From an optimization exercise on the open Yosys and OpenROAD flow, aimed at small area, a short achievable clock period and few clock cycles per item; shortcuts taken in it are not production practice. Function was checked by simulation only, so behaviour that the tests miss may differ from the original. No activity file was given, so power comes from the tool's default toggle rates.

==> flow/design.v <==
module Processor(clk , rst , imem_addr , imem_data , IR , Loaded , Stored , Out , valid) ;
	input clk ;
	input rst ;
	input [15:0] imem_data ;
	output [15:0] imem_addr ;
	output reg valid ;
	output reg [15:0] Out , Stored , Loaded ;
	output reg [15:0] IR ;
	localparam [255:0] RINIT = {
		16'h1984, 16'h3994, 16'h0CDE, 16'h1CBA, 16'h0102, 16'h1A32, 16'h0414, 16'h22DA,
		16'h1C86, 16'h22E0, 16'h0001, 16'h1C3A, 16'h00AA, 16'h0030, 16'h0020, 16'h0010 } ;
	localparam [255:0] MINIT = {
		16'h1984, 16'h0000, 16'h0CDE, 16'h0000, 16'h0102, 16'h1A32, 16'h0000, 16'h22DA,
		16'h0000, 16'h0000, 16'h0000, 16'h1C3A, 16'h00AA, 16'h0000, 16'h0020, 16'h0001 } ;
	reg [15:0] pc ;
	assign imem_addr = pc ;
	reg [255:0] rf ;    
	reg [255:0] dm ;    
	reg rst_q ;
	reg [15:0] IRd ;
	reg [3:0] d_rb ;      
	reg d_sub ;
	reg [15:0] ra_oh , rb_oh ;    
	reg vd ;
	always @(posedge clk) begin
		IRd <= imem_data ;
		d_rb <= (imem_data[15:12] == 4'd6) ? imem_data[11:8] : imem_data[3:0] ;
		d_sub <= (imem_data[15:12] == 4'd1) ;
		ra_oh <= 16'd1 << imem_data[7:4] ;
		rb_oh <= 16'd1 << ((imem_data[15:12] == 4'd6) ? imem_data[11:8] : imem_data[3:0]) ;
		rst_q <= rst ;
		if (rst) begin
			pc <= 16'd0 ;
			vd <= 1'b0 ;
		end else begin
			pc <= pc + 16'd1 ;
			vd <= 1'b1 ;
		end
	end
	wire [3:0] d_op  = IRd[15:12] ;
	wire [3:0] d_rs1 = IRd[7:4] ;
	wire d_and   = (d_op == 4'd2) ;
	wire d_or    = (d_op == 4'd3) ;
	wire d_xor   = (d_op == 4'd4) ;
	wire d_load  = (d_op == 4'd5) ;
	wire d_store = (d_op == 4'd6) ;
	wire d_sum   = !(d_and || d_or || d_xor || d_load || d_store) ;
	reg [15:0] A , Bx ;   
	reg [15:0] IRe ;
	reg ve ;
	reg c_sub , c_and , c_or , c_xor , c_ld , c_st , c_sum ;
	reg ww ;              
	reg [3:0] wrd ;
	wire [15:0] res ;     
	reg [15:0] Am ;       
	reg [15:0] wen ;      
	wire e_wr = ve && !c_st ;    
	wire fwa = e_wr && (IRe[11:8] == d_rs1) ;
	wire fwb = e_wr && (IRe[11:8] == d_rb) ;
	reg [15:0] rda , rdb ;
	integer k ;
	always @* begin
		rda = 16'd0 ;
		rdb = 16'd0 ;
		for (k = 0 ; k < 16 ; k = k + 1) begin
			rda = rda | ({16{ra_oh[k]}} & rf[16*k +: 16]) ;
			rdb = rdb | ({16{rb_oh[k]}} & rf[16*k +: 16]) ;
		end
	end
	wire [15:0] rfa = (ww && wrd == d_rs1) ? Out : rda ;
	wire [15:0] rfb = (ww && wrd == d_rb) ? Out : rdb ;
	wire [15:0] opb = fwb ? res : rfb ;
	always @(posedge clk) begin
		A <= fwa ? res : rfa ;
		Am <= 16'd1 << (fwa ? res[3:0] : rfa[3:0]) ;
		wen <= {16{rst}} | ({16{e_wr}} & (16'd1 << IRe[11:8])) ;
		Bx <= d_sub ? ~opb : opb ;
		IRe <= IRd ;
		c_sub <= d_sub ;
		c_and <= d_and ;
		c_or <= d_or ;
		c_xor <= d_xor ;
		c_sum <= d_sum ;
		c_ld <= d_load && vd && !rst ;
		c_st <= d_store && vd && !rst ;
		ve <= vd && !rst ;
	end
	wire [16:0] sum = {A, 1'b1} + {Bx, c_sub} ;    
	reg [15:0] mrd ;
	integer m ;
	always @* begin
		mrd = 16'd0 ;
		for (m = 0 ; m < 16 ; m = m + 1) mrd = mrd | ({16{Am[m]}} & dm[16*m +: 16]) ;
	end
	assign res = ({16{c_sum}} & sum[16:1]) | ({16{c_and}} & (A & Bx)) | ({16{c_or}} & (A | Bx)) |
	             ({16{c_xor}} & (A ^ Bx)) | ({16{c_ld}} & mrd) | ({16{c_st}} & Bx) ;
	wire [15:0] rf_wd_0 = Out & {16{~rst_q}} ;    
	wire [15:0] rf_wd_1 = Out | {16{rst_q}} ;     
	wire [15:0] dm_wd_0 = Bx & {16{~rst_q}} ;
	wire [15:0] dm_wd_1 = Bx | {16{rst_q}} ;
	genvar gi , gj ;
	generate
		for (gi = 0 ; gi < 16 ; gi = gi + 1) begin : row
			wire rf_en = wen[gi] ;
			wire dm_en = rst_q | (c_st && Am[gi]) ;
			for (gj = 0 ; gj < 16 ; gj = gj + 1) begin : col
				always @(posedge clk) begin
					if (rf_en) rf[16*gi + gj] <= RINIT[16*gi + gj] ? rf_wd_1[gj] : rf_wd_0[gj] ;
					if (dm_en) dm[16*gi + gj] <= MINIT[16*gi + gj] ? dm_wd_1[gj] : dm_wd_0[gj] ;
				end
			end
		end
	endgenerate
	always @(posedge clk) begin
		if (rst) begin
			valid <= 1'b0 ;
			ww <= 1'b0 ;
		end else begin
			valid <= ve ;
			ww <= e_wr ;
		end
		if (rst_q) begin
			Loaded <= 16'd0 ;
			Stored <= 16'd0 ;
		end else begin
			if (c_ld) Loaded <= mrd ;
			if (c_st) Stored <= Bx ;
		end
		wrd <= IRe[11:8] ;
		IR <= IRe ;
		Out <= res ;
	end
endmodule
export LEC_CHECK = 0
export CAP_MARGIN = 20
export CORE_MARGIN = 2
export CORE_UTILIZATION = 65
export CTS_CLUSTER_DIAMETER = 60
export CTS_CLUSTER_SIZE = 16
export SETUP_SLACK_MARGIN = 3.7
export SLEW_MARGIN = 20
create_clock -name core_clock -period 6.0 [get_ports {clk}]
run.sh (not shown) runs the stock make flow with config.mk's settings and CLKGATE_MAP_FILE= SYNTH_SCRIPT=/design/flow/synth_recipe.tcl, a recipe that flattens the netlist after the stock synthesis.
Testbench counts at the start, summed over its fixed seeds: cycles 3,216, instrs 3,200.
Next try:
- CTS_CLUSTER_DIAMETER: 60 -> 70
- CTS_CLUSTER_SIZE: 16 -> 20
- SETUP_SLACK_MARGIN: 3.7 -> 3.75
- TNS_END_PERCENT: not set -> 10
The new run ran to the end with no violations.
Area after synthesis stays the same.
Combinational power went up by about 10%.
Clock-buffer cell count drops by 23.
Worst setup slack got worse by 92 ps.
Global-route usage increases by 0.65 points.
Routed wire length rose by about 2.8%.
Non-clock buffer count rises by 30.
Next try:
- CTS_CLUSTER_DIAMETER: 70 -> 90
- CTS_CLUSTER_SIZE: 20 -> 28
- GPL_ROUTABILITY_DRIVEN: not set -> 0
- SETUP_SLACK_MARGIN: 3.75 -> 3.7
- TNS_END_PERCENT: 10 -> not set
Result:
- The new run passed the timing, design-rule and antenna checks
- via count came out lower by 0.85%
- clock-buffer cell count came out lower by 20
- maximum frequency came out higher by 3.7%
- global-route usage came out lower by 1.0 points
- first-iteration DRC count came out lower by 1.2%
- worst hold slack is about the same
- clock skew came out higher by 3.6 ps
Next try:
- CTS_BUF_LIST: not set -> sky130_fd_sc_hd__clkbuf_8
- CTS_CLUSTER_DIAMETER: 90 -> 50
- CTS_CLUSTER_SIZE: 28 -> 12
- GPL_ROUTABILITY_DRIVEN: 0 -> not set
The changed run ran to the end with no violations.
Wire length stays flat.
Power goes up by 2.4%.
Sequential power hardly moves.
Final cell count is higher by 2.2%.
Next try:
- CTS_BUF_LIST: sky130_fd_sc_hd__clkbuf_8 -> sky130_fd_sc_hd__clkbuf_8 sky130_fd_sc_hd__clkbuf_16
- CTS_CLUSTER_DIAMETER: 50 -> 60
- CTS_CLUSTER_SIZE: 12 -> 16
Worst setup slack gains 68 ps.
Critical path depth is unchanged.
Hold slack is better by 11 ps.
Wire length barely changes.
Synthesized area stays the same.
Final cell count shrinks by 1.5%.

## port drivers added, routing unchanged
How much do the figures lean on ideal ports? The routed layouts below were timed once more, with nothing changed but the port constraints.
Step 1: set_driving_cell puts a clkbuf_16 on clk and a buf_2 on each other input, an assumption about the parent block.
Step 2 moves the port delays by t, midway between the first and last clock arrival at a register: inputs arrive t later, outputs are due t later. That takes back most of the time a late clock gives input paths.
Slacks: no drivers / after step 1 / after step 2; pairs: no drivers / after step 1.
run | t (ns) | slack for setup (ns) | worst setup path at the end | cell pins on the clock port's net
the first run | 0.682 | 3.619 / 3.560 / 3.130 | input to register | 1
the second run | 0.656 | 3.527 / 3.527 / 3.109 | input to register | 1
the third run | 0.680 | 3.615 / 3.559 / 3.118 | input to register | 1
the fourth run | 0.728 | 3.555 / 3.497 / 3.056 | input to register | 1
the fifth run | 0.682 | 3.623 / 3.563 / 3.079 | input to register | 1
After both steps setup and hold are still met in every run listed. For the fifth run, which loses most, drivers alone change the setup slack by -0.060 ns; drivers and shift together by -0.544 ns.
